Context: an optimization exercise on an open-source flow, tuned for small area and a short achievable clock period. The choices shown serve that exercise and are no tape-out recipe. RTL that was checked went through simulation tests only; none was proved equivalent to the original. No functional check of the RTL was part of run 1.

==> design.v <==
module mul16 (
	input  logic [15:0] a, b,
	output logic [31:0] p
);
	logic one0, two0, neg0;
	logic e1;
	logic e2;
	logic e3;
	logic e4;
	logic e5;
	logic e6;
	logic e7;
	logic e8;
	logic e9;
	logic e10;
	logic e11;
	logic e12;
	logic e13;
	logic e14;
	logic e15;
	logic e16;
	logic e17;
	logic ns18;
	logic one1, two1, neg1;
	logic e19;
	logic e20;
	logic e21;
	logic e22;
	logic e23;
	logic e24;
	logic e25;
	logic e26;
	logic e27;
	logic e28;
	logic e29;
	logic e30;
	logic e31;
	logic e32;
	logic e33;
	logic e34;
	logic e35;
	logic ns36;
	logic one2, two2, neg2;
	logic e37;
	logic e38;
	logic e39;
	logic e40;
	logic e41;
	logic e42;
	logic e43;
	logic e44;
	logic e45;
	logic e46;
	logic e47;
	logic e48;
	logic e49;
	logic e50;
	logic e51;
	logic e52;
	logic e53;
	logic ns54;
	logic one3, two3, neg3;
	logic e55;
	logic e56;
	logic e57;
	logic e58;
	logic e59;
	logic e60;
	logic e61;
	logic e62;
	logic e63;
	logic e64;
	logic e65;
	logic e66;
	logic e67;
	logic e68;
	logic e69;
	logic e70;
	logic e71;
	logic ns72;
	logic one4, two4, neg4;
	logic e73;
	logic e74;
	logic e75;
	logic e76;
	logic e77;
	logic e78;
	logic e79;
	logic e80;
	logic e81;
	logic e82;
	logic e83;
	logic e84;
	logic e85;
	logic e86;
	logic e87;
	logic e88;
	logic e89;
	logic ns90;
	logic one5, two5, neg5;
	logic e91;
	logic e92;
	logic e93;
	logic e94;
	logic e95;
	logic e96;
	logic e97;
	logic e98;
	logic e99;
	logic e100;
	logic e101;
	logic e102;
	logic e103;
	logic e104;
	logic e105;
	logic e106;
	logic e107;
	logic ns108;
	logic one6, two6, neg6;
	logic e109;
	logic e110;
	logic e111;
	logic e112;
	logic e113;
	logic e114;
	logic e115;
	logic e116;
	logic e117;
	logic e118;
	logic e119;
	logic e120;
	logic e121;
	logic e122;
	logic e123;
	logic e124;
	logic e125;
	logic ns126;
	logic one7, two7, neg7;
	logic e127;
	logic e128;
	logic e129;
	logic e130;
	logic e131;
	logic e132;
	logic e133;
	logic e134;
	logic e135;
	logic e136;
	logic e137;
	logic e138;
	logic e139;
	logic e140;
	logic e141;
	logic e142;
	logic e143;
	logic ns144;
	logic e145;
	logic e146;
	logic e147;
	logic e148;
	logic e149;
	logic e150;
	logic e151;
	logic e152;
	logic e153;
	logic e154;
	logic e155;
	logic e156;
	logic e157;
	logic e158;
	logic e159;
	logic e160;
	logic s161;
	logic c162;
	logic s163;
	logic c164;
	logic s165;
	logic c166;
	logic s167;
	logic c168;
	logic s169;
	logic c170;
	logic s171;
	logic c172;
	logic s173;
	logic c174;
	logic s175;
	logic c176;
	logic s177;
	logic c178;
	logic s179;
	logic c180;
	logic s181;
	logic c182;
	logic s183;
	logic c184;
	logic s185;
	logic c186;
	logic s187;
	logic c188;
	logic s189;
	logic c190;
	logic s191;
	logic c192;
	logic s193;
	logic c194;
	logic s195;
	logic c196;
	logic s197;
	logic c198;
	logic s199;
	logic c200;
	logic s201;
	logic c202;
	logic s203;
	logic c204;
	logic s205;
	logic c206;
	logic s207;
	logic c208;
	logic s209;
	logic c210;
	logic s211;
	logic c212;
	logic s213;
	logic c214;
	logic s215;
	logic c216;
	logic s217;
	logic c218;
	logic s219;
	logic c220;
	logic s221;
	logic c222;
	logic s223;
	logic c224;
	logic s225;
	logic c226;
	logic s227;
	logic c228;
	logic s229;
	logic c230;
	logic s231;
	logic c232;
	logic s233;
	logic c234;
	logic s235;
	logic c236;
	logic s237;
	logic c238;
	logic s239;
	logic c240;
	logic s241;
	logic c242;
	logic s243;
	logic c244;
	logic s245;
	logic c246;
	logic s247;
	logic c248;
	logic s249;
	logic c250;
	logic s251;
	logic c252;
	logic s253;
	logic c254;
	logic s255;
	logic c256;
	logic s257;
	logic c258;
	logic s259;
	logic c260;
	logic s261;
	logic c262;
	logic s263;
	logic c264;
	logic s265;
	logic c266;
	logic s267;
	logic c268;
	logic s269;
	logic c270;
	logic s271;
	logic c272;
	logic s273;
	logic c274;
	logic s275;
	logic c276;
	logic s277;
	logic c278;
	logic s279;
	logic c280;
	logic s281;
	logic c282;
	logic s283;
	logic c284;
	logic s285;
	logic c286;
	logic s287;
	logic c288;
	logic s289;
	logic c290;
	logic s291;
	logic c292;
	logic s293;
	logic c294;
	logic s295;
	logic c296;
	logic s297;
	logic c298;
	logic s299;
	logic c300;
	logic s301;
	logic c302;
	logic s303;
	logic c304;
	logic s305;
	logic c306;
	logic s307;
	logic c308;
	logic s309;
	logic c310;
	logic s311;
	logic c312;
	logic s313;
	logic c314;
	logic s315;
	logic c316;
	logic s317;
	logic c318;
	logic s319;
	logic c320;
	logic s321;
	logic c322;
	logic s323;
	logic c324;
	logic s325;
	logic c326;
	logic s327;
	logic c328;
	logic s329;
	logic c330;
	logic s331;
	logic c332;
	logic s333;
	logic c334;
	logic s335;
	logic c336;
	logic s337;
	logic c338;
	logic s339;
	logic c340;
	logic s341;
	logic c342;
	logic s343;
	logic c344;
	logic s345;
	logic c346;
	logic s347;
	logic c348;
	logic s349;
	logic c350;
	logic s351;
	logic c352;
	logic s353;
	logic c354;
	logic s355;
	logic c356;
	logic s357;
	logic c358;
	logic s359;
	logic c360;
	logic s361;
	logic c362;
	logic s363;
	logic c364;
	logic s365;
	logic c366;
	logic s367;
	logic c368;
	logic s369;
	logic c370;
	logic s371;
	logic c372;
	logic s373;
	logic c374;
	logic s375;
	logic c376;
	logic s377;
	logic c378;
	logic s379;
	logic c380;
	logic s381;
	logic c382;
	logic s383;
	logic c384;
	logic s385;
	logic c386;
	logic s387;
	logic c388;
	logic s389;
	logic c390;
	logic s391;
	logic c392;
	logic s393;
	logic c394;
	logic s395;
	logic c396;
	logic s397;
	logic c398;
	logic s399;
	logic c400;
	logic s401;
	logic c402;
	logic s403;
	logic c404;
	logic s405;
	logic c406;
	logic s407;
	logic c408;
	logic s409;
	logic c410;
	logic s411;
	logic c412;
	logic s413;
	logic c414;
	logic s415;
	logic c416;
	logic s417;
	logic c418;
	logic s419;
	logic c420;
	logic s421;
	logic c422;
	logic s423;
	logic c424;
	logic s425;
	logic c426;
	logic s427;
	logic c428;
	logic s429;
	logic c430;
	logic s431;
	logic c432;
	logic s433;
	logic c434;
	logic s435;
	logic c436;
	logic s437;
	logic c438;
	logic s439;
	logic c440;
	logic s441;
	logic c442;
	logic s443;
	logic c444;
	logic s445;
	logic c446;
	logic s447;
	logic c448;
	logic s449;
	logic c450;
	logic s451;
	logic c452;
	logic s453;
	logic c454;
	logic s455;
	logic c456;
	logic s457;
	logic c458;
	logic s459;
	logic c460;
	logic s461;
	logic c462;
	logic s463;
	logic c464;
	logic s465;
	logic c466;
	logic s467;
	logic c468;
	logic s469;
	logic c470;
	logic s471;
	logic c472;
	logic s473;
	logic c474;
	logic s475;
	logic c476;
	logic s477;
	logic c478;
	logic s479;
	logic c480;
	logic s481;
	logic c482;
	logic s483;
	logic c484;
	logic s485;
	logic c486;
	logic s487;
	logic c488;
	logic s489;
	logic c490;
	logic s491;
	logic c492;
	assign one0 = b[0] ^ 1'b0;
	assign two0 = (b[1] & ~b[0] & ~1'b0) | (~b[1] & b[0] & 1'b0);
	assign neg0 = b[1];
	assign e1 = ((one0 & a[0])) ^ neg0;
	assign e2 = ((one0 & a[1]) | (two0 & a[0])) ^ neg0;
	assign e3 = ((one0 & a[2]) | (two0 & a[1])) ^ neg0;
	assign e4 = ((one0 & a[3]) | (two0 & a[2])) ^ neg0;
	assign e5 = ((one0 & a[4]) | (two0 & a[3])) ^ neg0;
	assign e6 = ((one0 & a[5]) | (two0 & a[4])) ^ neg0;
	assign e7 = ((one0 & a[6]) | (two0 & a[5])) ^ neg0;
	assign e8 = ((one0 & a[7]) | (two0 & a[6])) ^ neg0;
	assign e9 = ((one0 & a[8]) | (two0 & a[7])) ^ neg0;
	assign e10 = ((one0 & a[9]) | (two0 & a[8])) ^ neg0;
	assign e11 = ((one0 & a[10]) | (two0 & a[9])) ^ neg0;
	assign e12 = ((one0 & a[11]) | (two0 & a[10])) ^ neg0;
	assign e13 = ((one0 & a[12]) | (two0 & a[11])) ^ neg0;
	assign e14 = ((one0 & a[13]) | (two0 & a[12])) ^ neg0;
	assign e15 = ((one0 & a[14]) | (two0 & a[13])) ^ neg0;
	assign e16 = ((one0 & a[15]) | (two0 & a[14])) ^ neg0;
	assign e17 = ((two0 & a[15])) ^ neg0;
	assign ns18 = ~neg0;
	assign one1 = b[2] ^ b[1];
	assign two1 = (b[3] & ~b[2] & ~b[1]) | (~b[3] & b[2] & b[1]);
	assign neg1 = b[3];
	assign e19 = ((one1 & a[0])) ^ neg1;
	assign e20 = ((one1 & a[1]) | (two1 & a[0])) ^ neg1;
	assign e21 = ((one1 & a[2]) | (two1 & a[1])) ^ neg1;
	assign e22 = ((one1 & a[3]) | (two1 & a[2])) ^ neg1;
	assign e23 = ((one1 & a[4]) | (two1 & a[3])) ^ neg1;
	assign e24 = ((one1 & a[5]) | (two1 & a[4])) ^ neg1;
	assign e25 = ((one1 & a[6]) | (two1 & a[5])) ^ neg1;
	assign e26 = ((one1 & a[7]) | (two1 & a[6])) ^ neg1;
	assign e27 = ((one1 & a[8]) | (two1 & a[7])) ^ neg1;
	assign e28 = ((one1 & a[9]) | (two1 & a[8])) ^ neg1;
	assign e29 = ((one1 & a[10]) | (two1 & a[9])) ^ neg1;
	assign e30 = ((one1 & a[11]) | (two1 & a[10])) ^ neg1;
	assign e31 = ((one1 & a[12]) | (two1 & a[11])) ^ neg1;
	assign e32 = ((one1 & a[13]) | (two1 & a[12])) ^ neg1;
	assign e33 = ((one1 & a[14]) | (two1 & a[13])) ^ neg1;
	assign e34 = ((one1 & a[15]) | (two1 & a[14])) ^ neg1;
	assign e35 = ((two1 & a[15])) ^ neg1;
	assign ns36 = ~neg1;
	assign one2 = b[4] ^ b[3];
	assign two2 = (b[5] & ~b[4] & ~b[3]) | (~b[5] & b[4] & b[3]);
	assign neg2 = b[5];
	assign e37 = ((one2 & a[0])) ^ neg2;
	assign e38 = ((one2 & a[1]) | (two2 & a[0])) ^ neg2;
	assign e39 = ((one2 & a[2]) | (two2 & a[1])) ^ neg2;
	assign e40 = ((one2 & a[3]) | (two2 & a[2])) ^ neg2;
	assign e41 = ((one2 & a[4]) | (two2 & a[3])) ^ neg2;
	assign e42 = ((one2 & a[5]) | (two2 & a[4])) ^ neg2;
	assign e43 = ((one2 & a[6]) | (two2 & a[5])) ^ neg2;
	assign e44 = ((one2 & a[7]) | (two2 & a[6])) ^ neg2;
	assign e45 = ((one2 & a[8]) | (two2 & a[7])) ^ neg2;
	assign e46 = ((one2 & a[9]) | (two2 & a[8])) ^ neg2;
	assign e47 = ((one2 & a[10]) | (two2 & a[9])) ^ neg2;
	assign e48 = ((one2 & a[11]) | (two2 & a[10])) ^ neg2;
	assign e49 = ((one2 & a[12]) | (two2 & a[11])) ^ neg2;
	assign e50 = ((one2 & a[13]) | (two2 & a[12])) ^ neg2;
	assign e51 = ((one2 & a[14]) | (two2 & a[13])) ^ neg2;
	assign e52 = ((one2 & a[15]) | (two2 & a[14])) ^ neg2;
	assign e53 = ((two2 & a[15])) ^ neg2;
	assign ns54 = ~neg2;
	assign one3 = b[6] ^ b[5];
	assign two3 = (b[7] & ~b[6] & ~b[5]) | (~b[7] & b[6] & b[5]);
	assign neg3 = b[7];
	assign e55 = ((one3 & a[0])) ^ neg3;
	assign e56 = ((one3 & a[1]) | (two3 & a[0])) ^ neg3;
	assign e57 = ((one3 & a[2]) | (two3 & a[1])) ^ neg3;
	assign e58 = ((one3 & a[3]) | (two3 & a[2])) ^ neg3;
	assign e59 = ((one3 & a[4]) | (two3 & a[3])) ^ neg3;
	assign e60 = ((one3 & a[5]) | (two3 & a[4])) ^ neg3;
	assign e61 = ((one3 & a[6]) | (two3 & a[5])) ^ neg3;
	assign e62 = ((one3 & a[7]) | (two3 & a[6])) ^ neg3;
	assign e63 = ((one3 & a[8]) | (two3 & a[7])) ^ neg3;
	assign e64 = ((one3 & a[9]) | (two3 & a[8])) ^ neg3;
	assign e65 = ((one3 & a[10]) | (two3 & a[9])) ^ neg3;
	assign e66 = ((one3 & a[11]) | (two3 & a[10])) ^ neg3;
	assign e67 = ((one3 & a[12]) | (two3 & a[11])) ^ neg3;
	assign e68 = ((one3 & a[13]) | (two3 & a[12])) ^ neg3;
	assign e69 = ((one3 & a[14]) | (two3 & a[13])) ^ neg3;
	assign e70 = ((one3 & a[15]) | (two3 & a[14])) ^ neg3;
	assign e71 = ((two3 & a[15])) ^ neg3;
	assign ns72 = ~neg3;
	assign one4 = b[8] ^ b[7];
	assign two4 = (b[9] & ~b[8] & ~b[7]) | (~b[9] & b[8] & b[7]);
	assign neg4 = b[9];
	assign e73 = ((one4 & a[0])) ^ neg4;
	assign e74 = ((one4 & a[1]) | (two4 & a[0])) ^ neg4;
	assign e75 = ((one4 & a[2]) | (two4 & a[1])) ^ neg4;
	assign e76 = ((one4 & a[3]) | (two4 & a[2])) ^ neg4;
	assign e77 = ((one4 & a[4]) | (two4 & a[3])) ^ neg4;
	assign e78 = ((one4 & a[5]) | (two4 & a[4])) ^ neg4;
	assign e79 = ((one4 & a[6]) | (two4 & a[5])) ^ neg4;
	assign e80 = ((one4 & a[7]) | (two4 & a[6])) ^ neg4;
	assign e81 = ((one4 & a[8]) | (two4 & a[7])) ^ neg4;
	assign e82 = ((one4 & a[9]) | (two4 & a[8])) ^ neg4;
	assign e83 = ((one4 & a[10]) | (two4 & a[9])) ^ neg4;
	assign e84 = ((one4 & a[11]) | (two4 & a[10])) ^ neg4;
	assign e85 = ((one4 & a[12]) | (two4 & a[11])) ^ neg4;
	assign e86 = ((one4 & a[13]) | (two4 & a[12])) ^ neg4;
	assign e87 = ((one4 & a[14]) | (two4 & a[13])) ^ neg4;
	assign e88 = ((one4 & a[15]) | (two4 & a[14])) ^ neg4;
	assign e89 = ((two4 & a[15])) ^ neg4;
	assign ns90 = ~neg4;
	assign one5 = b[10] ^ b[9];
	assign two5 = (b[11] & ~b[10] & ~b[9]) | (~b[11] & b[10] & b[9]);
	assign neg5 = b[11];
	assign e91 = ((one5 & a[0])) ^ neg5;
	assign e92 = ((one5 & a[1]) | (two5 & a[0])) ^ neg5;
	assign e93 = ((one5 & a[2]) | (two5 & a[1])) ^ neg5;
	assign e94 = ((one5 & a[3]) | (two5 & a[2])) ^ neg5;
	assign e95 = ((one5 & a[4]) | (two5 & a[3])) ^ neg5;
	assign e96 = ((one5 & a[5]) | (two5 & a[4])) ^ neg5;
	assign e97 = ((one5 & a[6]) | (two5 & a[5])) ^ neg5;
	assign e98 = ((one5 & a[7]) | (two5 & a[6])) ^ neg5;
	assign e99 = ((one5 & a[8]) | (two5 & a[7])) ^ neg5;
	assign e100 = ((one5 & a[9]) | (two5 & a[8])) ^ neg5;
	assign e101 = ((one5 & a[10]) | (two5 & a[9])) ^ neg5;
	assign e102 = ((one5 & a[11]) | (two5 & a[10])) ^ neg5;
	assign e103 = ((one5 & a[12]) | (two5 & a[11])) ^ neg5;
	assign e104 = ((one5 & a[13]) | (two5 & a[12])) ^ neg5;
	assign e105 = ((one5 & a[14]) | (two5 & a[13])) ^ neg5;
	assign e106 = ((one5 & a[15]) | (two5 & a[14])) ^ neg5;
	assign e107 = ((two5 & a[15])) ^ neg5;
	assign ns108 = ~neg5;
	assign one6 = b[12] ^ b[11];
	assign two6 = (b[13] & ~b[12] & ~b[11]) | (~b[13] & b[12] & b[11]);
	assign neg6 = b[13];
	assign e109 = ((one6 & a[0])) ^ neg6;
	assign e110 = ((one6 & a[1]) | (two6 & a[0])) ^ neg6;
	assign e111 = ((one6 & a[2]) | (two6 & a[1])) ^ neg6;
	assign e112 = ((one6 & a[3]) | (two6 & a[2])) ^ neg6;
	assign e113 = ((one6 & a[4]) | (two6 & a[3])) ^ neg6;
	assign e114 = ((one6 & a[5]) | (two6 & a[4])) ^ neg6;
	assign e115 = ((one6 & a[6]) | (two6 & a[5])) ^ neg6;
	assign e116 = ((one6 & a[7]) | (two6 & a[6])) ^ neg6;
	assign e117 = ((one6 & a[8]) | (two6 & a[7])) ^ neg6;
	assign e118 = ((one6 & a[9]) | (two6 & a[8])) ^ neg6;
	assign e119 = ((one6 & a[10]) | (two6 & a[9])) ^ neg6;
	assign e120 = ((one6 & a[11]) | (two6 & a[10])) ^ neg6;
	assign e121 = ((one6 & a[12]) | (two6 & a[11])) ^ neg6;
	assign e122 = ((one6 & a[13]) | (two6 & a[12])) ^ neg6;
	assign e123 = ((one6 & a[14]) | (two6 & a[13])) ^ neg6;
	assign e124 = ((one6 & a[15]) | (two6 & a[14])) ^ neg6;
	assign e125 = ((two6 & a[15])) ^ neg6;
	assign ns126 = ~neg6;
	assign one7 = b[14] ^ b[13];
	assign two7 = (b[15] & ~b[14] & ~b[13]) | (~b[15] & b[14] & b[13]);
	assign neg7 = b[15];
	assign e127 = ((one7 & a[0])) ^ neg7;
	assign e128 = ((one7 & a[1]) | (two7 & a[0])) ^ neg7;
	assign e129 = ((one7 & a[2]) | (two7 & a[1])) ^ neg7;
	assign e130 = ((one7 & a[3]) | (two7 & a[2])) ^ neg7;
	assign e131 = ((one7 & a[4]) | (two7 & a[3])) ^ neg7;
	assign e132 = ((one7 & a[5]) | (two7 & a[4])) ^ neg7;
	assign e133 = ((one7 & a[6]) | (two7 & a[5])) ^ neg7;
	assign e134 = ((one7 & a[7]) | (two7 & a[6])) ^ neg7;
	assign e135 = ((one7 & a[8]) | (two7 & a[7])) ^ neg7;
	assign e136 = ((one7 & a[9]) | (two7 & a[8])) ^ neg7;
	assign e137 = ((one7 & a[10]) | (two7 & a[9])) ^ neg7;
	assign e138 = ((one7 & a[11]) | (two7 & a[10])) ^ neg7;
	assign e139 = ((one7 & a[12]) | (two7 & a[11])) ^ neg7;
	assign e140 = ((one7 & a[13]) | (two7 & a[12])) ^ neg7;
	assign e141 = ((one7 & a[14]) | (two7 & a[13])) ^ neg7;
	assign e142 = ((one7 & a[15]) | (two7 & a[14])) ^ neg7;
	assign e143 = ((two7 & a[15])) ^ neg7;
	assign ns144 = ~neg7;
	assign e145 = a[0] & b[15];
	assign e146 = a[1] & b[15];
	assign e147 = a[2] & b[15];
	assign e148 = a[3] & b[15];
	assign e149 = a[4] & b[15];
	assign e150 = a[5] & b[15];
	assign e151 = a[6] & b[15];
	assign e152 = a[7] & b[15];
	assign e153 = a[8] & b[15];
	assign e154 = a[9] & b[15];
	assign e155 = a[10] & b[15];
	assign e156 = a[11] & b[15];
	assign e157 = a[12] & b[15];
	assign e158 = a[13] & b[15];
	assign e159 = a[14] & b[15];
	assign e160 = a[15] & b[15];
	assign s161 = ns18 ^ e34;
	assign c162 = ns18 & e34;
	assign s163 = e35 ^ e51;
	assign c164 = e35 & e51;
	assign s165 = e11 ^ e27;
	assign c166 = e11 & e27;
	assign s167 = e12 ^ e28;
	assign c168 = e12 & e28;
	assign s169 = e13 ^ e29 ^ e45;
	assign c170 = (e13 & e29) | (e13 & e45) | (e29 & e45);
	assign s171 = e61 ^ e77;
	assign c172 = e61 & e77;
	assign s173 = e14 ^ e30 ^ e46;
	assign c174 = (e14 & e30) | (e14 & e46) | (e30 & e46);
	assign s175 = e62 ^ e78;
	assign c176 = e62 & e78;
	assign s177 = e15 ^ e31 ^ e47;
	assign c178 = (e15 & e31) | (e15 & e47) | (e31 & e47);
	assign s179 = e63 ^ e79 ^ e95;
	assign c180 = (e63 & e79) | (e63 & e95) | (e79 & e95);
	assign s181 = e111 ^ e127;
	assign c182 = e111 & e127;
	assign s183 = e16 ^ e32 ^ e48;
	assign c184 = (e16 & e32) | (e16 & e48) | (e32 & e48);
	assign s185 = e64 ^ e80 ^ e96;
	assign c186 = (e64 & e80) | (e64 & e96) | (e80 & e96);
	assign s187 = e112 ^ e128;
	assign c188 = e112 & e128;
	assign s189 = e17 ^ e33 ^ e49;
	assign c190 = (e17 & e33) | (e17 & e49) | (e33 & e49);
	assign s191 = e65 ^ e81 ^ e97;
	assign c192 = (e65 & e81) | (e65 & e97) | (e81 & e97);
	assign s193 = e113 ^ e129 ^ e145;
	assign c194 = (e113 & e129) | (e113 & e145) | (e129 & e145);
	assign s195 = s161 ^ e50 ^ e66;
	assign c196 = (s161 & e50) | (s161 & e66) | (e50 & e66);
	assign s197 = e82 ^ e98 ^ e114;
	assign c198 = (e82 & e98) | (e82 & e114) | (e98 & e114);
	assign s199 = e130 ^ e146 ^ 1'b1;
	assign c200 = (e130 & e146) | (e130 & 1'b1) | (e146 & 1'b1);
	assign s201 = c162 ^ s163 ^ e67;
	assign c202 = (c162 & s163) | (c162 & e67) | (s163 & e67);
	assign s203 = e83 ^ e99 ^ e115;
	assign c204 = (e83 & e99) | (e83 & e115) | (e99 & e115);
	assign s205 = e131 ^ e147 ^ 1'b1;
	assign c206 = (e131 & e147) | (e131 & 1'b1) | (e147 & 1'b1);
	assign s207 = c164 ^ ns36 ^ e52;
	assign c208 = (c164 & ns36) | (c164 & e52) | (ns36 & e52);
	assign s209 = e68 ^ e84 ^ e100;
	assign c210 = (e68 & e84) | (e68 & e100) | (e84 & e100);
	assign s211 = e116 ^ e132 ^ e148;
	assign c212 = (e116 & e132) | (e116 & e148) | (e132 & e148);
	assign s213 = e53 ^ e69 ^ e85;
	assign c214 = (e53 & e69) | (e53 & e85) | (e69 & e85);
	assign s215 = e101 ^ e117 ^ e133;
	assign c216 = (e101 & e117) | (e101 & e133) | (e117 & e133);
	assign s217 = e149 ^ 1'b1;
	assign c218 = e149 & 1'b1;
	assign s219 = ns54 ^ e70 ^ e86;
	assign c220 = (ns54 & e70) | (ns54 & e86) | (e70 & e86);
	assign s221 = e102 ^ e118 ^ e134;
	assign c222 = (e102 & e118) | (e102 & e134) | (e118 & e134);
	assign s223 = e71 ^ e87 ^ e103;
	assign c224 = (e71 & e87) | (e71 & e103) | (e87 & e103);
	assign s225 = e119 ^ e135;
	assign c226 = e119 & e135;
	assign s227 = ns72 ^ e88 ^ e104;
	assign c228 = (ns72 & e88) | (ns72 & e104) | (e88 & e104);
	assign s229 = e89 ^ e105;
	assign c230 = e89 & e105;
	assign s231 = e7 ^ e23;
	assign c232 = e7 & e23;
	assign s233 = e8 ^ e24;
	assign c234 = e8 & e24;
	assign s235 = e9 ^ e25 ^ e41;
	assign c236 = (e9 & e25) | (e9 & e41) | (e25 & e41);
	assign s237 = e57 ^ e73;
	assign c238 = e57 & e73;
	assign s239 = e10 ^ e26 ^ e42;
	assign c240 = (e10 & e26) | (e10 & e42) | (e26 & e42);
	assign s241 = e58 ^ e74;
	assign c242 = e58 & e74;
	assign s243 = s165 ^ e43 ^ e59;
	assign c244 = (s165 & e43) | (s165 & e59) | (e43 & e59);
	assign s245 = e75 ^ e91 ^ neg5;
	assign c246 = (e75 & e91) | (e75 & neg5) | (e91 & neg5);
	assign s247 = c166 ^ s167 ^ e44;
	assign c248 = (c166 & s167) | (c166 & e44) | (s167 & e44);
	assign s249 = e60 ^ e76 ^ e92;
	assign c250 = (e60 & e76) | (e60 & e92) | (e76 & e92);
	assign s251 = c168 ^ s169 ^ s171;
	assign c252 = (c168 & s169) | (c168 & s171) | (s169 & s171);
	assign s253 = e93 ^ e109 ^ neg6;
	assign c254 = (e93 & e109) | (e93 & neg6) | (e109 & neg6);
	assign s255 = c170 ^ c172 ^ s173;
	assign c256 = (c170 & c172) | (c170 & s173) | (c172 & s173);
	assign s257 = s175 ^ e94 ^ e110;
	assign c258 = (s175 & e94) | (s175 & e110) | (e94 & e110);
	assign s259 = c174 ^ c176 ^ s177;
	assign c260 = (c174 & c176) | (c174 & s177) | (c176 & s177);
	assign s261 = s179 ^ s181 ^ neg7;
	assign c262 = (s179 & s181) | (s179 & neg7) | (s181 & neg7);
	assign s263 = c178 ^ c180 ^ c182;
	assign c264 = (c178 & c180) | (c178 & c182) | (c180 & c182);
	assign s265 = s183 ^ s185 ^ s187;
	assign c266 = (s183 & s185) | (s183 & s187) | (s185 & s187);
	assign s267 = c184 ^ c186 ^ c188;
	assign c268 = (c184 & c186) | (c184 & c188) | (c186 & c188);
	assign s269 = s189 ^ s191 ^ s193;
	assign c270 = (s189 & s191) | (s189 & s193) | (s191 & s193);
	assign s271 = c190 ^ c192 ^ c194;
	assign c272 = (c190 & c192) | (c190 & c194) | (c192 & c194);
	assign s273 = s195 ^ s197 ^ s199;
	assign c274 = (s195 & s197) | (s195 & s199) | (s197 & s199);
	assign s275 = c196 ^ c198 ^ c200;
	assign c276 = (c196 & c198) | (c196 & c200) | (c198 & c200);
	assign s277 = s201 ^ s203 ^ s205;
	assign c278 = (s201 & s203) | (s201 & s205) | (s203 & s205);
	assign s279 = c202 ^ c204 ^ c206;
	assign c280 = (c202 & c204) | (c202 & c206) | (c204 & c206);
	assign s281 = s207 ^ s209 ^ s211;
	assign c282 = (s207 & s209) | (s207 & s211) | (s209 & s211);
	assign s283 = c208 ^ c210 ^ c212;
	assign c284 = (c208 & c210) | (c208 & c212) | (c210 & c212);
	assign s285 = s213 ^ s215 ^ s217;
	assign c286 = (s213 & s215) | (s213 & s217) | (s215 & s217);
	assign s287 = c214 ^ c216 ^ c218;
	assign c288 = (c214 & c216) | (c214 & c218) | (c216 & c218);
	assign s289 = s219 ^ s221 ^ e150;
	assign c290 = (s219 & s221) | (s219 & e150) | (s221 & e150);
	assign s291 = c220 ^ c222 ^ s223;
	assign c292 = (c220 & c222) | (c220 & s223) | (c222 & s223);
	assign s293 = s225 ^ e151 ^ 1'b1;
	assign c294 = (s225 & e151) | (s225 & 1'b1) | (e151 & 1'b1);
	assign s295 = c224 ^ c226 ^ s227;
	assign c296 = (c224 & c226) | (c224 & s227) | (c226 & s227);
	assign s297 = e120 ^ e136 ^ e152;
	assign c298 = (e120 & e136) | (e120 & e152) | (e136 & e152);
	assign s299 = c228 ^ s229 ^ e121;
	assign c300 = (c228 & s229) | (c228 & e121) | (s229 & e121);
	assign s301 = e137 ^ e153 ^ 1'b1;
	assign c302 = (e137 & e153) | (e137 & 1'b1) | (e153 & 1'b1);
	assign s303 = c230 ^ ns90 ^ e106;
	assign c304 = (c230 & ns90) | (c230 & e106) | (ns90 & e106);
	assign s305 = e122 ^ e138 ^ e154;
	assign c306 = (e122 & e138) | (e122 & e154) | (e138 & e154);
	assign s307 = e107 ^ e123 ^ e139;
	assign c308 = (e107 & e123) | (e107 & e139) | (e123 & e139);
	assign s309 = e155 ^ 1'b1;
	assign c310 = e155 & 1'b1;
	assign s311 = ns108 ^ e124 ^ e140;
	assign c312 = (ns108 & e124) | (ns108 & e140) | (e124 & e140);
	assign s313 = e125 ^ e141;
	assign c314 = e125 & e141;
	assign s315 = e5 ^ e21;
	assign c316 = e5 & e21;
	assign s317 = e6 ^ e22;
	assign c318 = e6 & e22;
	assign s319 = s231 ^ e39 ^ e55;
	assign c320 = (s231 & e39) | (s231 & e55) | (e39 & e55);
	assign s321 = c232 ^ s233 ^ e40;
	assign c322 = (c232 & s233) | (c232 & e40) | (s233 & e40);
	assign s323 = c234 ^ s235 ^ s237;
	assign c324 = (c234 & s235) | (c234 & s237) | (s235 & s237);
	assign s325 = c236 ^ c238 ^ s239;
	assign c326 = (c236 & c238) | (c236 & s239) | (c238 & s239);
	assign s327 = c240 ^ c242 ^ s243;
	assign c328 = (c240 & c242) | (c240 & s243) | (c242 & s243);
	assign s329 = c244 ^ c246 ^ s247;
	assign c330 = (c244 & c246) | (c244 & s247) | (c246 & s247);
	assign s331 = c248 ^ c250 ^ s251;
	assign c332 = (c248 & c250) | (c248 & s251) | (c250 & s251);
	assign s333 = c252 ^ c254 ^ s255;
	assign c334 = (c252 & c254) | (c252 & s255) | (c254 & s255);
	assign s335 = c256 ^ c258 ^ s259;
	assign c336 = (c256 & c258) | (c256 & s259) | (c258 & s259);
	assign s337 = c260 ^ c262 ^ s263;
	assign c338 = (c260 & c262) | (c260 & s263) | (c262 & s263);
	assign s339 = c264 ^ c266 ^ s267;
	assign c340 = (c264 & c266) | (c264 & s267) | (c266 & s267);
	assign s341 = c268 ^ c270 ^ s271;
	assign c342 = (c268 & c270) | (c268 & s271) | (c270 & s271);
	assign s343 = c272 ^ c274 ^ s275;
	assign c344 = (c272 & c274) | (c272 & s275) | (c274 & s275);
	assign s345 = c276 ^ c278 ^ s279;
	assign c346 = (c276 & c278) | (c276 & s279) | (c278 & s279);
	assign s347 = c280 ^ c282 ^ s283;
	assign c348 = (c280 & c282) | (c280 & s283) | (c282 & s283);
	assign s349 = c284 ^ c286 ^ s287;
	assign c350 = (c284 & c286) | (c284 & s287) | (c286 & s287);
	assign s351 = c288 ^ c290 ^ s291;
	assign c352 = (c288 & c290) | (c288 & s291) | (c290 & s291);
	assign s353 = c292 ^ c294 ^ s295;
	assign c354 = (c292 & c294) | (c292 & s295) | (c294 & s295);
	assign s355 = c296 ^ c298 ^ s299;
	assign c356 = (c296 & c298) | (c296 & s299) | (c298 & s299);
	assign s357 = c300 ^ c302 ^ s303;
	assign c358 = (c300 & c302) | (c300 & s303) | (c302 & s303);
	assign s359 = c304 ^ c306 ^ s307;
	assign c360 = (c304 & c306) | (c304 & s307) | (c306 & s307);
	assign s361 = c308 ^ c310 ^ s311;
	assign c362 = (c308 & c310) | (c308 & s311) | (c310 & s311);
	assign s363 = c312 ^ s313 ^ e157;
	assign c364 = (c312 & s313) | (c312 & e157) | (s313 & e157);
	assign s365 = c314 ^ ns126 ^ e142;
	assign c366 = (c314 & ns126) | (c314 & e142) | (ns126 & e142);
	assign s367 = e143 ^ e159;
	assign c368 = e143 & e159;
	assign s369 = e3 ^ e19;
	assign c370 = e3 & e19;
	assign s371 = e4 ^ e20;
	assign c372 = e4 & e20;
	assign s373 = s315 ^ e37 ^ neg2;
	assign c374 = (s315 & e37) | (s315 & neg2) | (e37 & neg2);
	assign s375 = c316 ^ s317 ^ e38;
	assign c376 = (c316 & s317) | (c316 & e38) | (s317 & e38);
	assign s377 = c318 ^ s319 ^ neg3;
	assign c378 = (c318 & s319) | (c318 & neg3) | (s319 & neg3);
	assign s379 = c320 ^ s321 ^ e56;
	assign c380 = (c320 & s321) | (c320 & e56) | (s321 & e56);
	assign s381 = c322 ^ s323 ^ neg4;
	assign c382 = (c322 & s323) | (c322 & neg4) | (s323 & neg4);
	assign s383 = c324 ^ s325 ^ s241;
	assign c384 = (c324 & s325) | (c324 & s241) | (s325 & s241);
	assign s385 = c326 ^ s327 ^ s245;
	assign c386 = (c326 & s327) | (c326 & s245) | (s327 & s245);
	assign s387 = c328 ^ s329 ^ s249;
	assign c388 = (c328 & s329) | (c328 & s249) | (s329 & s249);
	assign s389 = c330 ^ s331 ^ s253;
	assign c390 = (c330 & s331) | (c330 & s253) | (s331 & s253);
	assign s391 = c332 ^ s333 ^ s257;
	assign c392 = (c332 & s333) | (c332 & s257) | (s333 & s257);
	assign s393 = c334 ^ s335 ^ s261;
	assign c394 = (c334 & s335) | (c334 & s261) | (s335 & s261);
	assign s395 = c336 ^ s337 ^ s265;
	assign c396 = (c336 & s337) | (c336 & s265) | (s337 & s265);
	assign s397 = c338 ^ s339 ^ s269;
	assign c398 = (c338 & s339) | (c338 & s269) | (s339 & s269);
	assign s399 = c340 ^ s341 ^ s273;
	assign c400 = (c340 & s341) | (c340 & s273) | (s341 & s273);
	assign s401 = c342 ^ s343 ^ s277;
	assign c402 = (c342 & s343) | (c342 & s277) | (s343 & s277);
	assign s403 = c344 ^ s345 ^ s281;
	assign c404 = (c344 & s345) | (c344 & s281) | (s345 & s281);
	assign s405 = c346 ^ s347 ^ s285;
	assign c406 = (c346 & s347) | (c346 & s285) | (s347 & s285);
	assign s407 = c348 ^ s349 ^ s289;
	assign c408 = (c348 & s349) | (c348 & s289) | (s349 & s289);
	assign s409 = c350 ^ s351 ^ s293;
	assign c410 = (c350 & s351) | (c350 & s293) | (s351 & s293);
	assign s411 = c352 ^ s353 ^ s297;
	assign c412 = (c352 & s353) | (c352 & s297) | (s353 & s297);
	assign s413 = c354 ^ s355 ^ s301;
	assign c414 = (c354 & s355) | (c354 & s301) | (s355 & s301);
	assign s415 = c356 ^ s357 ^ s305;
	assign c416 = (c356 & s357) | (c356 & s305) | (s357 & s305);
	assign s417 = c358 ^ s359 ^ s309;
	assign c418 = (c358 & s359) | (c358 & s309) | (s359 & s309);
	assign s419 = c360 ^ s361 ^ e156;
	assign c420 = (c360 & s361) | (c360 & e156) | (s361 & e156);
	assign s421 = c362 ^ s363 ^ 1'b1;
	assign c422 = (c362 & s363) | (c362 & 1'b1) | (s363 & 1'b1);
	assign s423 = c364 ^ s365 ^ e158;
	assign c424 = (c364 & s365) | (c364 & e158) | (s365 & e158);
	assign s425 = c366 ^ s367 ^ 1'b1;
	assign c426 = (c366 & s367) | (c366 & 1'b1) | (s367 & 1'b1);
	assign s427 = c368 ^ ns144 ^ e160;
	assign c428 = (c368 & ns144) | (c368 & e160) | (ns144 & e160);
	assign s429 = e1 ^ neg0;
	assign c430 = e1 & neg0;
	assign s431 = e2 ^ c430;
	assign c432 = e2 & c430;
	assign s433 = s369 ^ neg1 ^ c432;
	assign c434 = (s369 & neg1) | (s369 & c432) | (neg1 & c432);
	assign s435 = c370 ^ s371 ^ c434;
	assign c436 = (c370 & s371) | (c370 & c434) | (s371 & c434);
	assign s437 = c372 ^ s373 ^ c436;
	assign c438 = (c372 & s373) | (c372 & c436) | (s373 & c436);
	assign s439 = c374 ^ s375 ^ c438;
	assign c440 = (c374 & s375) | (c374 & c438) | (s375 & c438);
	assign s441 = c376 ^ s377 ^ c440;
	assign c442 = (c376 & s377) | (c376 & c440) | (s377 & c440);
	assign s443 = c378 ^ s379 ^ c442;
	assign c444 = (c378 & s379) | (c378 & c442) | (s379 & c442);
	assign s445 = c380 ^ s381 ^ c444;
	assign c446 = (c380 & s381) | (c380 & c444) | (s381 & c444);
	assign s447 = c382 ^ s383 ^ c446;
	assign c448 = (c382 & s383) | (c382 & c446) | (s383 & c446);
	assign s449 = c384 ^ s385 ^ c448;
	assign c450 = (c384 & s385) | (c384 & c448) | (s385 & c448);
	assign s451 = c386 ^ s387 ^ c450;
	assign c452 = (c386 & s387) | (c386 & c450) | (s387 & c450);
	assign s453 = c388 ^ s389 ^ c452;
	assign c454 = (c388 & s389) | (c388 & c452) | (s389 & c452);
	assign s455 = c390 ^ s391 ^ c454;
	assign c456 = (c390 & s391) | (c390 & c454) | (s391 & c454);
	assign s457 = c392 ^ s393 ^ c456;
	assign c458 = (c392 & s393) | (c392 & c456) | (s393 & c456);
	assign s459 = c394 ^ s395 ^ c458;
	assign c460 = (c394 & s395) | (c394 & c458) | (s395 & c458);
	assign s461 = c396 ^ s397 ^ c460;
	assign c462 = (c396 & s397) | (c396 & c460) | (s397 & c460);
	assign s463 = c398 ^ s399 ^ c462;
	assign c464 = (c398 & s399) | (c398 & c462) | (s399 & c462);
	assign s465 = c400 ^ s401 ^ c464;
	assign c466 = (c400 & s401) | (c400 & c464) | (s401 & c464);
	assign s467 = c402 ^ s403 ^ c466;
	assign c468 = (c402 & s403) | (c402 & c466) | (s403 & c466);
	assign s469 = c404 ^ s405 ^ c468;
	assign c470 = (c404 & s405) | (c404 & c468) | (s405 & c468);
	assign s471 = c406 ^ s407 ^ c470;
	assign c472 = (c406 & s407) | (c406 & c470) | (s407 & c470);
	assign s473 = c408 ^ s409 ^ c472;
	assign c474 = (c408 & s409) | (c408 & c472) | (s409 & c472);
	assign s475 = c410 ^ s411 ^ c474;
	assign c476 = (c410 & s411) | (c410 & c474) | (s411 & c474);
	assign s477 = c412 ^ s413 ^ c476;
	assign c478 = (c412 & s413) | (c412 & c476) | (s413 & c476);
	assign s479 = c414 ^ s415 ^ c478;
	assign c480 = (c414 & s415) | (c414 & c478) | (s415 & c478);
	assign s481 = c416 ^ s417 ^ c480;
	assign c482 = (c416 & s417) | (c416 & c480) | (s417 & c480);
	assign s483 = c418 ^ s419 ^ c482;
	assign c484 = (c418 & s419) | (c418 & c482) | (s419 & c482);
	assign s485 = c420 ^ s421 ^ c484;
	assign c486 = (c420 & s421) | (c420 & c484) | (s421 & c484);
	assign s487 = c422 ^ s423 ^ c486;
	assign c488 = (c422 & s423) | (c422 & c486) | (s423 & c486);
	assign s489 = c424 ^ s425 ^ c488;
	assign c490 = (c424 & s425) | (c424 & c488) | (s425 & c488);
	assign s491 = c426 ^ s427 ^ c490;
	assign c492 = (c426 & s427) | (c426 & c490) | (s427 & c490);
	assign p[0] = s429;
	assign p[1] = s431;
	assign p[2] = s433;
	assign p[3] = s435;
	assign p[4] = s437;
	assign p[5] = s439;
	assign p[6] = s441;
	assign p[7] = s443;
	assign p[8] = s445;
	assign p[9] = s447;
	assign p[10] = s449;
	assign p[11] = s451;
	assign p[12] = s453;
	assign p[13] = s455;
	assign p[14] = s457;
	assign p[15] = s459;
	assign p[16] = s461;
	assign p[17] = s463;
	assign p[18] = s465;
	assign p[19] = s467;
	assign p[20] = s469;
	assign p[21] = s471;
	assign p[22] = s473;
	assign p[23] = s475;
	assign p[24] = s477;
	assign p[25] = s479;
	assign p[26] = s481;
	assign p[27] = s483;
	assign p[28] = s485;
	assign p[29] = s487;
	assign p[30] = s489;
	assign p[31] = s491;
endmodule
module div_steps #(parameter int JHI = 15, parameter int JLO = 0) (
	input  logic [15:0]      r_in,
	input  logic [JHI:JLO]   a,
	input  logic [15:0]      b,
	output logic [15:0]      r_out,
	output logic [JHI:JLO]   q
);
	logic [15:0] rr [JLO:JHI+1];
	assign rr[JHI+1] = r_in;
	for (genvar j = JHI; j >= JLO; j--) begin : st
		localparam int W = 16 - j;
		logic [W-1:0] t, d;
		logic         bo, hz;
		if (W == 1) begin : w1
			assign t = a[j];
		end else begin : wn
			assign t = {rr[j+1][W-2:0], a[j]};
		end
		assign {bo, d} = {1'b0, t} - {1'b0, b[W-1:0]};
		if (W == 16) begin : hz16
			assign hz = 1'b1;
		end else begin : hzn
			assign hz = ~|b[15:W];
		end
		assign q[j] = hz & ~bo;
		if (W == 16) begin : o16
			assign rr[j] = q[j] ? d : t;
		end else begin : on
			assign rr[j] = {{(16-W){1'b0}}, q[j] ? d : t};
		end
	end
	assign r_out = rr[JLO];
endmodule
module pr2_cpu(
	input  logic        clk,
	input  logic        rst,
	output logic [5:0]  pc,
	input  logic [17:0] instr,
	output logic [4:0]  dmem_addr,
	output logic [15:0] dmem_wdata,
	output logic        dmem_we,
	input  logic [15:0] dmem_rdata,
	input  logic        init_en,
	input  logic [3:0]  init_addr,
	input  logic [3:0]  init_data,
	input  logic [3:0]  dbg_addr,
	output logic [15:0] dbg_data
	);
	localparam int DK = 7;    
	logic [5:0] op;
	logic [3:0] rs, rt, rd;
	assign op = instr[17:12];
	assign rs = instr[11:8];
	assign rt = instr[7:4];
	assign rd = instr[3:0];
	logic cJ, cB1, cB2, cM, cI, cR, jump;
	assign cJ  = (op[5:1] == 5'b00000);    
	assign cB1 = (op[5:1] == 5'b00001);    
	assign cB2 = (op[5:2] == 4'b0001);     
	assign cM  = (op[5:3] == 3'b001);      
	assign cI  = (op[5:4] == 2'b01);       
	assign cR  = op[5];                    
	assign jump = cJ | (op[5:2] == 4'b1000);
	logic [15:0] regs [16];
	logic [15:0] RD1, RD2, WD;
	logic [3:0]  WA;
	assign RD1 = regs[rs];
	assign RD2 = regs[rt];
	assign dbg_data = regs[dbg_addr];
	for (genvar k = 0; k < 16; k++) begin : rf
		always_ff @(posedge clk)
			if (WA == k) regs[k] <= WD;
	end
	logic [15:0] SignImm, ZeroImm, CompImm, opb;
	assign SignImm = {{12{rd[3]}}, rd};
	assign ZeroImm = {12'b0, rd};
	assign CompImm = op[1] ? (op[0] ? {~rd, 12'hFFF} : {8'b0, rd, 4'b0}) : {4'b0, rd, 8'b0};
	assign opb = cR ? RD2 : ((op[2] & cI) ? ((op[3] | (op[0] & op[1])) ? CompImm : ZeroImm) : SignImm);
	logic [3:0]  F;
	logic [15:0] g, sum, lg, alu_out;
	logic        cout, ovs, slt;
	assign F = (op[3] & op[2]) ? 4'b0101 : op[3:0];
	assign g = F[1] ? ~opb : opb;
	assign {cout, sum} = {1'b0, RD1} + {1'b0, g} + {16'b0, F[1]};
	assign ovs = (sum[15] ^ RD1[15]) & ~(RD1[15] ^ g[15]);
	assign slt = F[0] ? ~cout : (ovs ? cout : sum[15]);
	always_comb
		case (F[1:0])
			2'b00: lg = RD1 & opb;
			2'b01: lg = RD1 | opb;
			2'b10: lg = RD1 ^ opb;
			default: lg = ~(RD1 | opb);
		endcase
	assign alu_out = F[2] ? lg : (F[3] ? {15'b0, slt} : sum);
	logic [15:0] sh_out;
	always_comb
		case (op[1:0])
			2'b00: sh_out = RD2 << RD1[3:0];
			2'b01: sh_out = RD2 >> RD1[3:0];
			default: sh_out = $signed(RD2) >>> RD1[3:0];
		endcase
	localparam logic [1:0] MD_RES = 2'd0, MD_MUL = 2'd1, MD_DIV = 2'd2;
	logic [1:0]  mode;
	logic [15:0] hr, lr, xr;
	logic [15:0] fH, fL, mH, mL, dR, dQl;
	logic [31:0] prod;
	mul16 mul (.a(hr), .b(lr), .p(prod));
	div_steps #(.JHI(15-DK), .JLO(0)) div2 (
		.r_in(hr), .a(lr[15:DK]), .b(xr), .r_out(dR), .q(dQl[15-DK:0]));
	assign dQl[15:16-DK] = lr[DK-1:0];
	always_comb
		case (mode)
			MD_MUL: begin fH = prod[31:16]; fL = prod[15:0]; end
			MD_DIV: begin fH = dR; fL = dQl; end
			default: begin fH = hr; fL = lr; end
		endcase
	logic [15:0] d1R;
	logic [15:16-DK] d1Q;
	div_steps #(.JHI(15), .JLO(16-DK)) div1 (
		.r_in(16'b0), .a(RD1[15:16-DK]), .b(RD2), .r_out(d1R), .q(d1Q));
	always_ff @(posedge clk) begin
		if (op[2]) begin
			if (op[0]) begin
				mode <= MD_RES; hr <= RD1; lr <= RD1;
			end else if (op[1]) begin
				mode <= MD_DIV; hr <= d1R; lr <= {RD1[15-DK:0], d1Q}; xr <= RD2;
			end else begin
				mode <= MD_MUL; hr <= RD1; lr <= RD2;
			end
		end else if (op[0]) begin
			mode <= MD_RES;
			if (op[1]) begin hr <= fH; lr <= RD1; end
			else       begin hr <= RD1; lr <= fL; end
		end
	end
	logic [15:0] mul_out;
	assign mul_out = op[1] ? fL : fH;
	logic [15:0] R_out;
	always_comb
		if (cI | (cR & op[4]))       R_out = alu_out;
		else if (cR & ~op[3])        R_out = sh_out;
		else if (cR)                 R_out = mul_out;
		else                         R_out = 16'b0;
	logic [5:0]  addr6;
	logic [15:0] MOut, ld, bsel;
	assign addr6 = RD1[5:0] + SignImm[5:0];
	assign MOut = dmem_rdata;
	assign dmem_addr = addr6[5:1];
	assign dmem_we = op[2] & cM;
	assign dmem_wdata = op[0] ? RD2 : (addr6[0] ? {RD2[7:0], MOut[15:8]} : {MOut[15:8], RD2[7:0]});
	assign bsel = addr6[0] ? {8'b0, MOut[15:8]} : {8'b0, MOut[7:0]};
	assign ld = op[0] ? MOut : {{8{bsel[7] & ~op[1]}}, bsel[7:0]};
	logic [5:0] pc1, pc_next;
	logic       taken, eq, lez;
	assign pc1 = pc + 6'd1;
	assign eq  = (RD1 == RD2);
	assign lez = RD1[15] | (RD1 == 16'b0);
	assign taken = (cB1 & (op[0] ^ RD1[15])) |
	               (cB2 & (op[0] ^ (op[1] ? lez : eq)));
	assign pc_next = taken ? (pc1 + SignImm[5:0]) : (jump ? (cR ? RD1[5:0] : instr[5:0]) : pc1);
	always_ff @(posedge clk)
		if (rst) pc <= 6'd0;
		else if (!init_en) pc <= pc_next;
	always_comb begin
		if (init_en) begin
			WA = init_addr;
			WD = {12'b0, init_data};
		end else begin
			WA = jump ? 4'd15 : (cR ? rd : rt);
			WD = cM ? ld : ((jump & op[0]) ? {10'b0, pc1} : R_out);
		end
	end
endmodule
==> flow/run.sh <==
#!/bin/bash
# Standard layout with two changes to how the layout is optimised (the clock,
# constraints and synthesis are the standard flow's own):
#  - timing repair is asked to leave extra setup slack, so the resizer keeps
#    improving paths beyond what the 42 ns clock requires;
#  - the input/output port buffers are buf_4 instead of the default choice.
set -euo pipefail
bash standard.sh SETUP_SLACK_MARGIN=24 "BUFFER_PORTS_ARGS=-buffer_cell sky130_fd_sc_hd__buf_4" finish > orfs_flow.log 2>&1
==> standard.sh <==
#!/bin/bash
# synth_recipe.tcl (not shown) runs the flow's synth.tcl, then flattens the netlist and writes it again
# the make line also repeats each setting of config.mk as NAME=value (left out here)
make -C /OpenROAD-flow-scripts/flow DESIGN_CONFIG=/design/flow/config.mk WORK_HOME=/design/flow/orfs CLKGATE_MAP_FILE= SYNTH_SCRIPT=/design/flow/synth_recipe.tcl "${@:-finish}"
==> config.mk <==
export PLATFORM = sky130hd
export DESIGN_NAME = pr2_cpu
export DESIGN_NICKNAME = pr2_cpu
export VERILOG_FILES = /design/flow/design.v
export SDC_FILE = /design/flow/constraint.sdc
export NUM_CORES = 4
export LEC_CHECK = 0
export ABC_AREA = 1
export CAP_MARGIN = 20
export CORE_MARGIN = 2
export CORE_UTILIZATION = 40
export SLEW_MARGIN = 20
==> constraint.sdc <==
create_clock -name core_clock -period 42.0 [get_ports {clk}]
set_input_delay 8.4000 -clock core_clock [delete_from_list [all_inputs] [get_ports {clk}]]
set_output_delay 8.4000 -clock core_clock [all_outputs]
set_load 0.01 [all_outputs]
==> impl_results.html, run 1 <==
<table>
<tr><th>Metric</th><th>Value</th></tr>
<tr><th colspan="2">Status</th></tr>
<tr><td>Run status</td><td>complete, no violations</td></tr>
<tr><th colspan="2">Worst setup path</th></tr>
<tr><td>Critical Path Sink Type</td><td>primary output</td></tr>
<tr><td>Critical-path top delay cell</td><td>buf_4</td></tr>
<tr><td>List of cells traversed by the critical path</td><td>buf_6 &gt; nand2_4 &gt; inv_4 &gt; nand2_8 &gt; buf_4 &gt; o22ai_1 &gt; a211oi_1 &gt; nand2_2 &gt; nor2_1 &gt; nor2_1 &gt; buf_4 &gt; ha_1 &gt; a21oi_1 &gt; xor2_1 &gt; xor2_1 &gt; inv_1 &gt; buf_6</td></tr>
<tr><td>Crit-path max cell delay</td><td>~0.32 ns</td></tr>
<tr><td>CP Class</td><td>input port to primary output</td></tr>
<tr><td>Top delay family on crit path</td><td>buffers and inverters</td></tr>
<tr><td>Sort of element at the start of the critical path</td><td>input port</td></tr>
<tr><td>Arr. time, crit path</td><td>approximately 11 ns</td></tr>
<tr><td>Critical Path RT</td><td>33.60 ns</td></tr>
<tr><td>Total buffers and inverters traversed by the critical path</td><td>6</td></tr>
<tr><td>Highest fanout seen on the critical path</td><td>10</td></tr>
<tr><th colspan="2">Yosys</th></tr>
<tr><td>Mean post-synth cell area</td><td>around 7.2 um2</td></tr>
<tr><td>Nets in the synthesized netlist</td><td>5407</td></tr>
<tr><td>Synthesized-area fraction occupied by xor and xnor cells</td><td>5.95%</td></tr>
<tr><td>Multiplexer fraction of the synthesized cell area</td><td>0%</td></tr>
<tr><td>Main synth FF type</td><td>edfxtp_1</td></tr>
<tr><td>Share of synthesized registers carrying an async set or reset</td><td>0%</td></tr>
<tr><td>Post-synth design cell area</td><td>between 30000 and 40000 um2</td></tr>
<tr><td>Fraction of the yosys area taken by sequential cells</td><td>25.9%</td></tr>
<tr><td>Largest cells by area after synthesis</td><td>edfxtp_1 (26%), nand2_1 (13%), fa_1 (8.1%)</td></tr>
<tr><td>Number of enable-type register cells in the synthesized netlist</td><td>306</td></tr>
<tr><td>Number of storage elements in the synthesis netlist</td><td>312</td></tr>
<tr><td>Leading area contributor after synthesis</td><td>edfxtp_1</td></tr>
<tr><td>Compound-cell area share of the yosys netlist</td><td>20.0%</td></tr>
<tr><td>Ys Warns</td><td>6</td></tr>
<tr><td>Count of different cell masters after synthesis</td><td>58</td></tr>
<tr><td>Post-synthesis adder-cell area fraction</td><td>15.9%</td></tr>
<tr><td>Yosys top cell area share</td><td>25.6%</td></tr>
<tr><td>Simple-gate share of the synthesized area</td><td>22.4%</td></tr>
<tr><td>Number of instances in the synthesized netlist</td><td>approximately 5000</td></tr>
<tr><td>Largest family of logic cells by synthesized area</td><td>simple AND/OR/NAND/NOR gates</td></tr>
<tr><th colspan="2">Global routing</th></tr>
<tr><td>Maximum number of pins on one net before global-route repair</td><td>36</td></tr>
<tr><td>Overall global routing resource usage</td><td>around 37%</td></tr>
<tr><td>Global-route wire length before repair</td><td>252 mm</td></tr>
<tr><td>Global route overflow</td><td>0</td></tr>
<tr><td>Via count of the first global-routing pass</td><td>37578</td></tr>
<tr><td>Number of antenna violations at the first check in global routing</td><td>5</td></tr>
<tr><th colspan="2">Final layout</th></tr>
<tr><td>Highest-count cells in the layout ignoring fill and taps</td><td>nand2_1 (1154), inv_1 (654), buf_4 (320), edfxtp_1 (306), nor2_1 (283)</td></tr>
<tr><td>Synthesis-to-finish area growth</td><td>23.5%</td></tr>
<tr><td>Leading cell type in the layout, fill and taps excluded</td><td>nand2_1</td></tr>
<tr><td># nets final</td><td>about 5700</td></tr>
<tr><td>Share of post-route cells with drive strength above 1</td><td>16.9%</td></tr>
<tr><td>Post-Layout Cell Count</td><td>between 6000 and 7000</td></tr>
<tr><td>Fill cell instance count of the final layout</td><td>8618</td></tr>
<tr><th colspan="2">Place</th></tr>
<tr><td>Inst Count DP</td><td>6158</td></tr>
<tr><td>Routability cong.</td><td>1.04</td></tr>
<tr><td>Number of buffers inserted by port buffering</td><td>92</td></tr>
<tr><td>Post-placement setup slack</td><td>21.11 ns</td></tr>
<tr><td>DPL Wire Length</td><td>roughly 120 mm</td></tr>
<tr><th colspan="2">STA</th></tr>
<tr><td>Minimum clock period after layout</td><td>19.62 ns</td></tr>
<tr><td>Endpoints failing setup</td><td>0</td></tr>
<tr><td>Unrepaired setup endpoints after global routing</td><td>yes</td></tr>
<tr><td>Transition time of the tightest slew-check pin</td><td>1.13 ns</td></tr>
<tr><td>Post-route clock period utilization</td><td>between 40% and 50%</td></tr>
<tr><td>Setup Total Neg Slack</td><td>0 ns</td></tr>
<tr><td>Final setup skew</td><td>about 0.038 ns</td></tr>
<tr><td>Final count of pins violating max slew</td><td>0</td></tr>
<tr><td>Achievable clock frequency</td><td>between 50 and 60 MHz</td></tr>
<tr><td>Setup slack after layout</td><td>roughly 22 ns</td></tr>
<tr><td>Number of hold-slack violations in the final timing report</td><td>0</td></tr>
<tr><td>Worst slew margin</td><td>24.7%</td></tr>
<tr><th colspan="2">Die</th></tr>
<tr><td>DIE AREA</td><td>92200 um2</td></tr>
<tr><td>Ports placed on the boundary</td><td>93</td></tr>
<tr><td>Effective utilization at floorplan</td><td>about two fifths</td></tr>
<tr><td>Placeable core region</td><td>88600 um2</td></tr>
<tr><td>Die width</td><td>304 um</td></tr>
<tr><td>Die Ht</td><td>approximately 300 um</td></tr>
<tr><td>FP Rows</td><td>around 110</td></tr>
<tr><th colspan="2">Clocking</th></tr>
<tr><td>Clock Tree Buf Depth</td><td>3</td></tr>
<tr><td>TritonCTS buffer count</td><td>34</td></tr>
<tr><td>Clock tree from TritonCTS</td><td>done</td></tr>
<tr><td>Clock-pin slew on the worst setup and hold paths</td><td>0.06 ns</td></tr>
<tr><td>Master cell of the clock root buffer</td><td>clkbuf_16</td></tr>
<tr><td>CTS HTree Levels</td><td>2</td></tr>
<tr><td>CTS sink cnt</td><td>between 300 and 400</td></tr>
<tr><td>Clk Latency, worst-skew pair</td><td>0.58 ns</td></tr>
<tr><td>Count of hold buffers inserted by post-cts repair</td><td>0</td></tr>
<tr><th colspan="2">Routing</th></tr>
<tr><td>Vias/cell</td><td>6.27</td></tr>
<tr><td>DRC violations left</td><td>0</td></tr>
<tr><td>DRC marker count from the first detailed-route iteration</td><td>6243</td></tr>
<tr><td>Post-Route WL</td><td>roughly 180 mm</td></tr>
<tr><td>Routed vias</td><td>around 40000</td></tr>
<tr><td>Residual antenna-violating net count after detailed routing</td><td>0</td></tr>
<tr><td>DRT Pass-1 Iters</td><td>9</td></tr>
<tr><td>Routed wire length per instance</td><td>roughly 28 um</td></tr>
<tr><th colspan="2">Min path</th></tr>
<tr><td>Worst min-delay path category</td><td>flop to flop</td></tr>
<tr><th colspan="2">Flow run</th></tr>
<tr><td># Max-Cap Violations</td><td>0</td></tr>
</table>
==> final timing paths <==
| kind | startpoint | end | slack (ns) | cells after the start |
|---|---|---|---|---|
| setup reg to reg | lr[0]$_DFFE_PP_ | regs[13][15]$_DFFE_PN_ | 25.12 | 52 |
| hold / removal | pc[5]$_SDFFE_PP0N_ | pc[5]$_SDFFE_PP0N_ | 0.60 | 2 |
| hold reg to reg | pc[5]$_SDFFE_PP0N_ | pc[5]$_SDFFE_PP0N_ | 0.60 | 2 |
| setup / recovery | instr[9] | dmem_addr[4] | 22.38 | 17 |
==> per-stage QoR <==
step	hold slack [ns]	instance area, um2	utilization (%)
global placement	0.562	38400	43.3
CTS	0.593	42600	48.1
global route	0.649	44300	50.0
floorplan	0.580	36200	-
finish	0.601	44300	50.0
detailed placement	0.583	38400	43.3
==> cells in the mapped netlist (3+ instances only) <==
master,instances
a2111oi_0,12
a211oi_1,35
a21boi_0,4
a21o_1,7
a21oi_1,258
a221o_1,3
a221oi_1,14
a22oi_1,5
a31oi_1,28
and2_1,18
buf_1,18
buf_2,26
buf_4,6
clkbuf_1,123
clkinv_1,23
dfxtp_1,6
edfxtp_1,306
fa_1,146
ha_1,223
inv_1,704
inv_2,26
nand2_1,1226
nand2_2,14
nand3_1,238
nand3_2,3
nand3b_1,4
nand4_1,39
nor2_1,338
nor2_2,8
nor3_1,37
nor4_1,9
o2111ai_1,48
o211ai_1,59
o21a_1,10
o21ai_0,312
o21ai_1,32
o21ai_2,11
o21bai_1,14
o221ai_1,31
o22ai_1,270
o22ai_2,8
o31ai_1,5
or2_2,21
xnor2_1,37
xor2_1,207
==> layout make-up <==
cell class | count | area, um2 | area share [%]
timing repair buffer | 433 | 4200 | 9.47
tap | 1165 | 1460 | 3.29
multi-input combinational | 3754 | 25200 | 56.8
clock buffer | 37 | 883 | 1.99
antenna | 4 | 10.0 | 0.0226
inverter | 753 | 3070 | 6.91
timing repair inverter | 1 | 5.00 | 0.0113
sequential | 312 | 9310 | 21.0
clock inverter | 24 | 244 | 0.550
==> worst register-to-register path: cells and delay by family (launching register included) <==
kind	cells	cell delay, ns
buffers and inverters	8	1.17
AND/OR/NAND/NOR	8	1.35
adder cells (fa/ha/maj)	30	12.64
XOR/XNOR	2	0.46
flip-flops	1	0.50
AO/OA/AOI/OAI	4	0.57
==> cell families after synthesis <==
group / Yosys count
flops: 312
fa+ha+maj: 370
xor+xnor: 244
buf+inv: 926
compound gates: 1177
simple gates: 1960
==> registers in the layout (all words and copies together), names as in the netlist <==
register,count
hr,16
lr,16
mode,2
pc,6
regs,256
xr,16
==> timing repair <==
item / CTS / global route
endpoints found under the setup margin: 310 / 310
gates cloned: 9 / 1
pin swaps: 87 / 97
buffers inserted: 175 / 75
resized for setup: 343 / 254
==> metal layers <==
metal,share of wire (%),routed length (um),vias up,global-route usage (%)
met1,38,68100,19128,48.8
met3,14,24200,822,9.78
met4,7.4,13200,6,20.6
li1,-,-,17552,-
met5,0.026,46,-,0
met2,41,72900,3143,54.2
==> run 2: changes to the inputs <==
--- a/design.v
+++ b/design.v
@@ -1145,13 +1145,18 @@
 			default: lg = ~(RD1 | opb);
 		endcase
 	assign alu_out = F[2] ? lg : (F[3] ? {15'b0, slt} : sum);
-	logic [15:0] sh_out;
-	always_comb
-		case (op[1:0])
-			2'b00: sh_out = RD2 << RD1[3:0];
-			2'b01: sh_out = RD2 >> RD1[3:0];
-			default: sh_out = $signed(RD2) >>> RD1[3:0];
-		endcase
+	logic [15:0] sh_in, sh_r, sh_out, sh_s0, sh_s1, sh_s2;
+	logic        sh_left, sh_fill;
+	assign sh_left = (op[1:0] == 2'b00);
+	assign sh_fill = op[1] & RD2[15];
+	for (genvar i = 0; i < 16; i++) begin : rv
+		assign sh_in[i] = sh_left ? RD2[15-i] : RD2[i];
+		assign sh_out[i] = sh_left ? sh_r[15-i] : sh_r[i];
+	end
+	assign sh_s0 = RD1[0] ? {sh_fill, sh_in[15:1]} : sh_in;
+	assign sh_s1 = RD1[1] ? {{2{sh_fill}}, sh_s0[15:2]} : sh_s0;
+	assign sh_s2 = RD1[2] ? {{4{sh_fill}}, sh_s1[15:4]} : sh_s1;
+	assign sh_r  = RD1[3] ? {{8{sh_fill}}, sh_s2[15:8]} : sh_s2;
 	localparam logic [1:0] MD_RES = 2'd0, MD_MUL = 2'd1, MD_DIV = 2'd2;
 	logic [1:0]  mode;
 	logic [15:0] hr, lr, xr;
==> run.sh (new file) <==
#!/bin/bash
# synth_recipe.tcl (not shown) runs the flow's synth.tcl, then flattens the netlist and writes it again
# the make line also repeats each setting of config.mk as NAME=value (left out here)
make -C /OpenROAD-flow-scripts/flow DESIGN_CONFIG=/design/flow/config.mk WORK_HOME=/design/flow/orfs CLKGATE_MAP_FILE= SYNTH_SCRIPT=/design/flow/synth_recipe.tcl finish
removed: flow/run.sh
removed: standard.sh
==> impl_results.html, run 2 <==
<table>
<tr><th>Metric</th><th>Value</th></tr>
<tr><th colspan="2">Yosys</th></tr>
<tr><td>Number of storage elements in the synthesis netlist</td><td>312 (unchanged)</td></tr>
<tr><td>Yosys top cell area share</td><td>26.3% (+0.69 points)</td></tr>
<tr><td>Count of different cell masters after synthesis</td><td>55 (-5.2%)</td></tr>
<tr><th colspan="2">STA</th></tr>
<tr><td>Endpoints failing setup</td><td>0 (unchanged)</td></tr>
<tr><td>Post-route clock period utilization</td><td>52.9% (+6.2 points)</td></tr>
<tr><td>Number of hold-slack violations in the final timing report</td><td>0 (unchanged)</td></tr>
<tr><th colspan="2">Die</th></tr>
<tr><td>Placeable core region</td><td>86800 um2 (-2.1%)</td></tr>
<tr><td>Ports placed on the boundary</td><td>93 (unchanged)</td></tr>
<tr><td>Effective utilization at floorplan</td><td>40.3% (-0.20 points)</td></tr>
<tr><td>Die width</td><td>300 um (-1.3%)</td></tr>
<tr><th colspan="2">Routing</th></tr>
<tr><td>Residual antenna-violating net count after detailed routing</td><td>0 (unchanged)</td></tr>
<tr><td>Post-Route WL</td><td>154 mm (-13%)</td></tr>
<tr><td>DRC violations left</td><td>0 (unchanged)</td></tr>
<tr><th colspan="2">Final layout</th></tr>
<tr><td>Leading cell type in the layout, fill and taps excluded</td><td>nand2_1</td></tr>
<tr><td>Synthesis-to-finish area growth</td><td>10.6%</td></tr>
<tr><th colspan="2">Status</th></tr>
<tr><td>Run status</td><td>complete, no violations</td></tr>
<tr><th colspan="2">Clocking</th></tr>
<tr><td>CTS sink cnt</td><td>312 (unchanged)</td></tr>
<tr><th colspan="2">Worst setup path</th></tr>
<tr><td>Depth of the most critical reg-to-reg path</td><td>101 (+94%)</td></tr>
<tr><td>Highest fanout seen on the critical path</td><td>23 (+13)</td></tr>
<tr><td>Startpoint of the worst register-to-register path</td><td>lr[15]$_DFFE_PP_</td></tr>
<tr><th colspan="2">Place</th></tr>
<tr><td>Routability cong.</td><td>1.02 (-1.5%)</td></tr>
<tr><td>Inst Count DP</td><td>5911 (-4.0%)</td></tr>
</table>
==> run 2: cell types whose count changed after synthesis, moves of 13 or more <==
| cell | delta |
|---|---|
| a21oi_1 | -38 |
| a221oi_1 | +29 |
| inv_1 | -59 |
| nand2_1 | -140 |
| nand3_1 | +46 |
| nor2_1 | -82 |
| nor4_1 | +18 |
| o211ai_1 | -29 |
| o21ai_0 | -13 |
| o21ai_1 | +14 |
| o221ai_1 | +16 |
| o22ai_1 | -19 |
| xor2_1 | +15 |
==> run 2: layout make-up <==
class | instances | area, um2 | area share (%)
Antenna cell | 1 | 2.50 | 0.00647
Clock buffer | 36 | 880 | 2.27
Clock inverter | 26 | 293 | 0.757
Inverter | 699 | 2620 | 6.78
Multi-Input combinational cell | 3542 | 22400 | 57.8
Sequential cell | 312 | 9310 | 24.1
Tap cell | 1155 | 1450 | 3.74
Timing Repair Buffer | 203 | 1750 | 4.53
==> run 2: layer usage <==
layer	wire (um)	GRT usage [%]	share of wire, %	up-vias
met5	27	0	0.017	-
met4	8340	15.4	5.4	4
met1	64500	46.7	42	17345
met2	65500	50.3	42	2187
li1	-	-	-	16346
met3	16100	6.32	10	430
==> run 2: cells by family after synthesis <==
| group | count (synthesis) | synth area share [%] |
|---|---|---|
| AND/OR/NAND/NOR | 1794 | 21.4 |
| AO/OA/AOI/OAI | 1114 | 19.5 |
| buffers and inverters | 869 | 9.49 |
| adder cells (fa/ha/maj) | 369 | 16.3 |
| flip-flops | 312 | 26.6 |
| XOR/XNOR | 265 | 6.64 |
==> run 2: how the worst min path moves through the flow <==
stage,from,endpoint,slack (ns),cells past startpoint
after floorplan,pc[4]$_SDFFE_PP0N_,pc[4]$_SDFFE_PP0N_,0.58,4
after global placement,pc[2]$_SDFFE_PP0N_,pc[2]$_SDFFE_PP0N_,0.59,2
after detailed placement,pc[2]$_SDFFE_PP0N_,pc[2]$_SDFFE_PP0N_,0.59,2
after CTS,pc[2]$_SDFFE_PP0N_,pc[2]$_SDFFE_PP0N_,0.61,2
after global routing,pc[5]$_SDFFE_PP0N_,pc[5]$_SDFFE_PP0N_,0.65,4
final,pc[5]$_SDFFE_PP0N_,pc[5]$_SDFFE_PP0N_,0.62,4
==> run 2: metrics by stage <==
| stage | hold slack [ns] | area, um2 |
|---|---|---|
| after floorplan | 0.584 | 35000 |
| after global placement | 0.587 | 37500 |
| after detailed placement | 0.593 | 37500 |
| after CTS | 0.608 | 38700 |
| after global routing | 0.652 | 38700 |
| final | 0.616 | 38700 |
==> run 2: critical path, delay by kind of cell <==
family | cells | cell delay [ns]
buffers and inverters | 6 | 2.83
AND/OR/NAND/NOR | 7 | 1.88
adder cells (fa/ha/maj) | 1 | 0.26
AO/OA/AOI/OAI | 2 | 0.41

[static timing again, ports no longer ideal]
In the flow no input, the clock included, has a driving cell. The finished layouts below were timed again as built, in two steps. Step 1 assumes that a clkbuf_16 drives the clock port and a buf_2 every other input. Step 2 also shifts input and output timing later by t, the mid clock arrival at the registers, as if the neighbouring blocks saw the same clock. Slacks: no drivers / after step 1 / after step 2; pairs: no drivers / after step 1.
run | t, ns | setup slack, ns | hold slack, ns | pins driven straight from the clock port
run 1 | 0.632 | 22.383 / 22.316 / 22.316 | 0.601 / 0.601 / 0.601 | 1
run 2 | 0.620 | 19.778 / 19.755 / 19.755 | 0.616 / 0.616 / 0.616 | 1
After both steps setup and hold are still met in every run listed. For run 1, which loses most, drivers alone change the setup slack by -0.067 ns; drivers and shift together by -0.067 ns.
